This is an optimization exercise on Yosys and OpenROAD, whose aim is small area, not a production implementation.
Only simulation tests tie the RTL to the original design; equivalence was not proved.
The clock input has no modelled driver; a real chip could not lean on it and would need a root buffer or a full tree.

==> flow/design.v (excerpt) <==
module stoplightGame #(parameter SECOND = 32_768 - 1)
       (input [15:0] sw,
        input clk, rst, btnC, btnR, btnL,
        output [6:0] seg,
        output [3:0] an,
        output [15:0] led);
For scale: ~340 cells after synthesis, roughly 48 I/O pins.
==> module dispnext, before the edit <==
module dispnext(input rst, ca, input [2:0] d0, so0, input so1,
                output [2:0] so0_n, s_n, output so1_n);
    assign so0_n = rst ? 3'd4 : ca ? so0 : d0;
    assign so1_n = rst | (ca ? (d0 != 3'd0) : so1);
    assign s_n = rst ? 3'd7 : ca ? (so1 ? 3'd4 : 3'd0) : so0;
endmodule
==> module segdec, before the edit <==
module segdec(input [2:0] s, input cap, output reg [6:0] seg, output [3:0] an);
    wire blank = (s == 3'd7);
    assign an = {blank | ~cap, 2'b11, blank | cap};
    always @(*) begin
        case (s)
            3'd0: seg = 7'b1000000;
            3'd1: seg = 7'b1111001;
            3'd2: seg = 7'b0100100;
            3'd3: seg = 7'b0110000;
            3'd6: seg = 7'b0011001;
            3'd4: seg = 7'b0000000;
            default: seg = 7'b1111111;
        endcase
    end
endmodule
==> module control, before the edit <==
module control(
    input rst, btnC, btnR, btnL,
    input [2:0] state, input pf, input [2:0] d0, input [3:0] E, input [3:0] y,
    input oh, pen, pon, last, hit1, hit2, hit3,
    output reg [2:0] state_n, output pf_n, output reg [2:0] d0_n, output reg [3:0] E_n,
    output [3:0] y_n, output reg oh_n, output pen_n, pon_n,
    output press, en1, en2, en3);
    localparam [2:0] IDLE0 = 3'b000, VIC = 3'b001, DEF = 3'b010, FIN = 3'b011,
                     IDLE1 = 3'b100, P1 = 3'b101, P2 = 3'b110, P3 = 3'b111;
    wire pe = ~pen, po = ~pon;
    reg pe_n, po_n;
    assign pen_n = ~pe_n, pon_n = ~po_n;
    wire is_p = state[2] & (state[1] | state[0]);
    wire playing = btnR ^ pf;
    assign en1 = playing & (state == P1);
    assign en2 = playing & (state == P2);
    assign en3 = playing & (state == P3);
    wire step = hit1 | hit2 | hit3;
    assign press = is_p & btnR;
    wire A = ~E[1] & ~(E[0] & last);        
    wire B = ~E[0] & ~last;                 
    wire done = E[3] & E[1] & E[0] & last;  
    ynext YN (.rst(rst), .step(step), .y(y), .y_n(y_n));
    wire [3:0] E_n_w;
    enext EN (.rst(rst), .press(press), .fin(state == FIN), .last(last), .y(y), .E(E), .E_n(E_n_w));
    assign pf_n = ~rst & (pf | is_p);
    always @(*) begin
        E_n = E_n_w;
        state_n = state; d0_n = d0; oh_n = oh; pe_n = pe; po_n = po;
        case (state)
        IDLE0: begin
            d0_n = 0;
            if (btnC) state_n = IDLE1;
            oh_n = 0; pe_n = A; po_n = ~A;
        end
        IDLE1: begin
            d0_n = 0;
            state_n = P1;
        end
        VIC: begin
            oh_n = 0; pe_n = A; po_n = A;
            if (done) state_n = {2'b11, d0[1]};
        end
        FIN: begin
            d0_n = 3'd6;  
            oh_n = 0; pe_n = B; po_n = B;
            if (btnL) state_n = IDLE0;
        end
        DEF: begin
            oh_n = B; pe_n = 0; po_n = 0;
            if (done) state_n = IDLE0;
        end
        default: begin  
            d0_n = {1'b0, state[1:0]};
            if (btnR) state_n = (y != 4'd10) ? DEF : (state == P3) ? FIN : VIC;
            oh_n = playing; pe_n = 0; po_n = 0;
        end
        endcase
        if (rst) begin
            state_n = IDLE0; d0_n = 0; oh_n = 0; pe_n = 0; po_n = 0;
        end
    end
endmodule
==> module leddec, before the edit <==
module leddec(input oh, pen, pon, input [3:0] y, output [15:0] led);
    localparam [63:0] CODE = {4'd8, 4'd12, 4'd14, 4'd15, 4'd7, 4'd11, 4'd5, 4'd10, 4'd13, 4'd6, 4'd3, 4'd9, 4'd4, 4'd2, 4'd1, 4'd0};
    wire [3:0] lo_n, hi_n;
    genvar i;
    generate for (i = 0; i < 4; i = i + 1) begin : g_pre
        assign lo_n[i] = ~(oh & (y[1:0] == i));
        assign hi_n[i] = ~(y[3:2] == i);
    end
    for (i = 0; i < 16; i = i + 1) begin : g_led
        oai21 m (.a1(lo_n[CODE[4*i +: 4] % 4]), .a2(hi_n[CODE[4*i +: 4] / 4]), .b1((i % 2 == 0) ? pen : pon), .y(led[i]));
    end endgenerate
endmodule
==> module ynext, before the edit <==
module ynext(input rst, step, input [3:0] y, output [3:0] y_n);
    wire h = step & ~rst, g = ~step & ~rst;
    wire [3:0] s = {y[2:0], y[3] ^ y[2] ^ (y[2:0] == 3'd0)};
    genvar j;
    generate for (j = 0; j < 4; j = j + 1) begin : g_b
        sel2 m (.h(h), .g(g), .a(s[j]), .b(y[j]), .y(y_n[j]));
    end endgenerate
endmodule
==> module enext, before the edit <==
module enext(input rst, press, fin, last, input [3:0] y, input [3:0] E, output reg [3:0] E_n);
    always @(*) begin
        if (rst | press) E_n = {1'b0, y != 4'd10, 2'b00};
        else begin
            E_n = E + last;
            if (fin) E_n[1] = 1'b0;
        end
    end
endmodule
export LEC_CHECK = 0
export CAP_MARGIN = 20
export CORE_MARGIN = 2
export CORE_UTILIZATION = 40
export SLEW_MARGIN = 20
export SYNTH_HIERARCHICAL = 1
export SYNTH_MINIMUM_KEEP_SIZE = 0
create_clock -name core_clock -period 10.0 [get_ports {clk}]
standard.sh (not shown) runs the stock make flow with config.mk's settings and CLKGATE_MAP_FILE= SYNTH_SCRIPT=/design/flow/synth_recipe.tcl, a recipe that flattens the netlist after the stock synthesis.
==> flow/flow/run.sh <==
#!/bin/bash
# Standard layout, except: plain buf_1 cells as the port buffers, the
# synthesized logic cells swapped to their smallest drive strength after
# floorplan (placement repair re-sizes any cell that needs it), and a flat
# clock tree of a few clock buffers in place of the one CTS builds.
export BUFFER_PORTS_ARGS="-buffer_cell sky130_fd_sc_hd__buf_1"
export CTS_ARGS="-sink_clustering_enable -repair_clock_nets -dont_use_dummy_load"
export POST_FLOORPLAN_TCL="$PWD/flow/downsize.tcl"
export MY_CLK_TARGET_PS=115
export POST_CTS_TCL="$PWD/flow/clocktree.tcl"
bash standard.sh > standard.log 2>&1
Other scripts of this flow, unchanged in this note and not shown: flow/flow/clocktree.tcl, flow/flow/downsize.tcl
The starting point completed with no timing, DRC or antenna violations.
==> next run, changes <==
--- a/flow/design.v
+++ b/flow/design.v
@@ -34,27 +34,27 @@
     wire dlast = (counter & DMASK) == DLAST;
     assign cp_n = ((rst | dlast) ? DS0 : {counter[12:0], counter[13] ^ counter[0]}) ^ DPOL;
     assign ca_n = ~rst & (ca ^ dlast);
 endmodule
 module dispnext(input rst, ca, input [2:0] d0, so0, input so1,
                 output [2:0] so0_n, s_n, output so1_n);
-    assign so0_n = rst ? 3'd4 : ca ? so0 : d0;
+    assign so0_n = rst ? 3'd5 : ca ? so0 : d0;
     assign so1_n = rst | (ca ? (d0 != 3'd0) : so1);
-    assign s_n = rst ? 3'd7 : ca ? (so1 ? 3'd4 : 3'd0) : so0;
+    assign s_n = rst ? 3'd7 : ca ? (so1 ? 3'd5 : 3'd0) : so0;
 endmodule
 module segdec(input [2:0] s, input cap, output reg [6:0] seg, output [3:0] an);
     wire blank = (s == 3'd7);
     assign an = {blank | ~cap, 2'b11, blank | cap};
     always @(*) begin
         case (s)
             3'd0: seg = 7'b1000000;
             3'd1: seg = 7'b1111001;
             3'd2: seg = 7'b0100100;
             3'd3: seg = 7'b0110000;
-            3'd6: seg = 7'b0011001;
-            3'd4: seg = 7'b0000000;
+            3'd4: seg = 7'b0011001;
+            3'd5: seg = 7'b0000000;
             default: seg = 7'b1111111;
         endcase
     end
 endmodule
 module stoplightGame #(parameter SECOND = 32_768 - 1)
        (input [15:0] sw,
@@ -144,23 +144,23 @@
         end
         VIC: begin
             oh_n = 0; pe_n = A; po_n = A;
             if (done) state_n = {2'b11, d0[1]};
         end
         FIN: begin
-            d0_n = 3'd6;  
+            d0_n = 3'd4;
             oh_n = 0; pe_n = B; po_n = B;
             if (btnL) state_n = IDLE0;
         end
         DEF: begin
             oh_n = B; pe_n = 0; po_n = 0;
             if (done) state_n = IDLE0;
         end
         default: begin  
             d0_n = {1'b0, state[1:0]};
-            if (btnR) state_n = (y != 4'd10) ? DEF : (state == P3) ? FIN : VIC;
+            if (btnR) state_n = (y != 4'd8) ? DEF : (state == P3) ? FIN : VIC;
             oh_n = playing; pe_n = 0; po_n = 0;
         end
         endcase
         if (rst) begin
             state_n = IDLE0; d0_n = 0; oh_n = 0; pe_n = 0; po_n = 0;
         end
@@ -185,37 +185,31 @@
     end endgenerate
 endmodule
 module sel2(input h, g, a, b, output y);
     assign y = (h & a) | (g & b);
 endmodule
 module leddec(input oh, pen, pon, input [3:0] y, output [15:0] led);
-    localparam [63:0] CODE = {4'd8, 4'd12, 4'd14, 4'd15, 4'd7, 4'd11, 4'd5, 4'd10, 4'd13, 4'd6, 4'd3, 4'd9, 4'd4, 4'd2, 4'd1, 4'd0};
     wire [3:0] lo_n, hi_n;
     genvar i;
     generate for (i = 0; i < 4; i = i + 1) begin : g_pre
         assign lo_n[i] = ~(oh & (y[1:0] == i));
         assign hi_n[i] = ~(y[3:2] == i);
     end
     for (i = 0; i < 16; i = i + 1) begin : g_led
-        oai21 m (.a1(lo_n[CODE[4*i +: 4] % 4]), .a2(hi_n[CODE[4*i +: 4] / 4]), .b1((i % 2 == 0) ? pen : pon), .y(led[i]));
+        oai21 m (.a1(lo_n[i % 4]), .a2(hi_n[i / 4]), .b1((i % 2 == 0) ? pen : pon), .y(led[i]));
     end endgenerate
 endmodule
 module oai21(input a1, a2, b1, output y);
     assign y = ~((a1 | a2) & b1);
 endmodule
 module ynext(input rst, step, input [3:0] y, output [3:0] y_n);
-    wire h = step & ~rst, g = ~step & ~rst;
-    wire [3:0] s = {y[2:0], y[3] ^ y[2] ^ (y[2:0] == 3'd0)};
-    genvar j;
-    generate for (j = 0; j < 4; j = j + 1) begin : g_b
-        sel2 m (.h(h), .g(g), .a(s[j]), .b(y[j]), .y(y_n[j]));
-    end endgenerate
+    assign y_n = rst ? 4'd0 : y + step;
 endmodule
 module enext(input rst, press, fin, last, input [3:0] y, input [3:0] E, output reg [3:0] E_n);
     always @(*) begin
-        if (rst | press) E_n = {1'b0, y != 4'd10, 2'b00};
+        if (rst | press) E_n = {1'b0, y != 4'd8, 2'b00};
         else begin
             E_n = E + last;
             if (fin) E_n[1] = 1'b0;
         end
     end
 endmodule
Outcome: The new run finished clean; via count shrinks by 0.55%; worst hold slack stays flat; wire length grows by 1.2%; register-to-register slack is worse by 0.07 ns; global-route usage grows by 0.38 points; core utilization hardly moves; area after synthesis grows by 1.0%; worst setup slack is worse by 0.068 ns; die area grows by 0.98%; flip-flop and latch count is unchanged; sequential share of layout area shrinks by 0.16 points; cell count grows by 0.85%; critical path depth grows by 3.
In every run of this note, the design's own scripts or RTL, not TritonCTS, make the clock network.

## static timing again, ports no longer ideal
The flow's constraints put no driver on any port. The routed layouts listed below were extracted and timed again, unchanged, in two steps.
Step 1: set_driving_cell puts a clkbuf_16 on clk and a buf_2 on each other input, an assumption about the parent block.
Step 2 moves the port delays by t, midway between the first and last clock arrival at a register: inputs arrive t later, outputs are due t later. That takes back most of the time a late clock gives input paths.
Slacks: no drivers / after step 1 / after step 2; pairs: no drivers / after step 1.
run	t (ns)	setup WS [ns]	hold WS [ns]	slew at the worst register clock pin (ns)	worst slew at a driven data input, ns
the first run	0.229	6.230 / 6.282 / 6.053	0.370 / 0.370 / 0.370	0.09 / 0.09	0.03
the second run	0.230	6.162 / 6.194 / 5.964	0.369 / 0.369 / 0.369	0.09 / 0.09	0.05
After both steps every run listed still meets setup and hold. For the second run, which loses most, drivers alone change the setup slack by +0.032 ns; drivers and shift together by -0.198 ns.
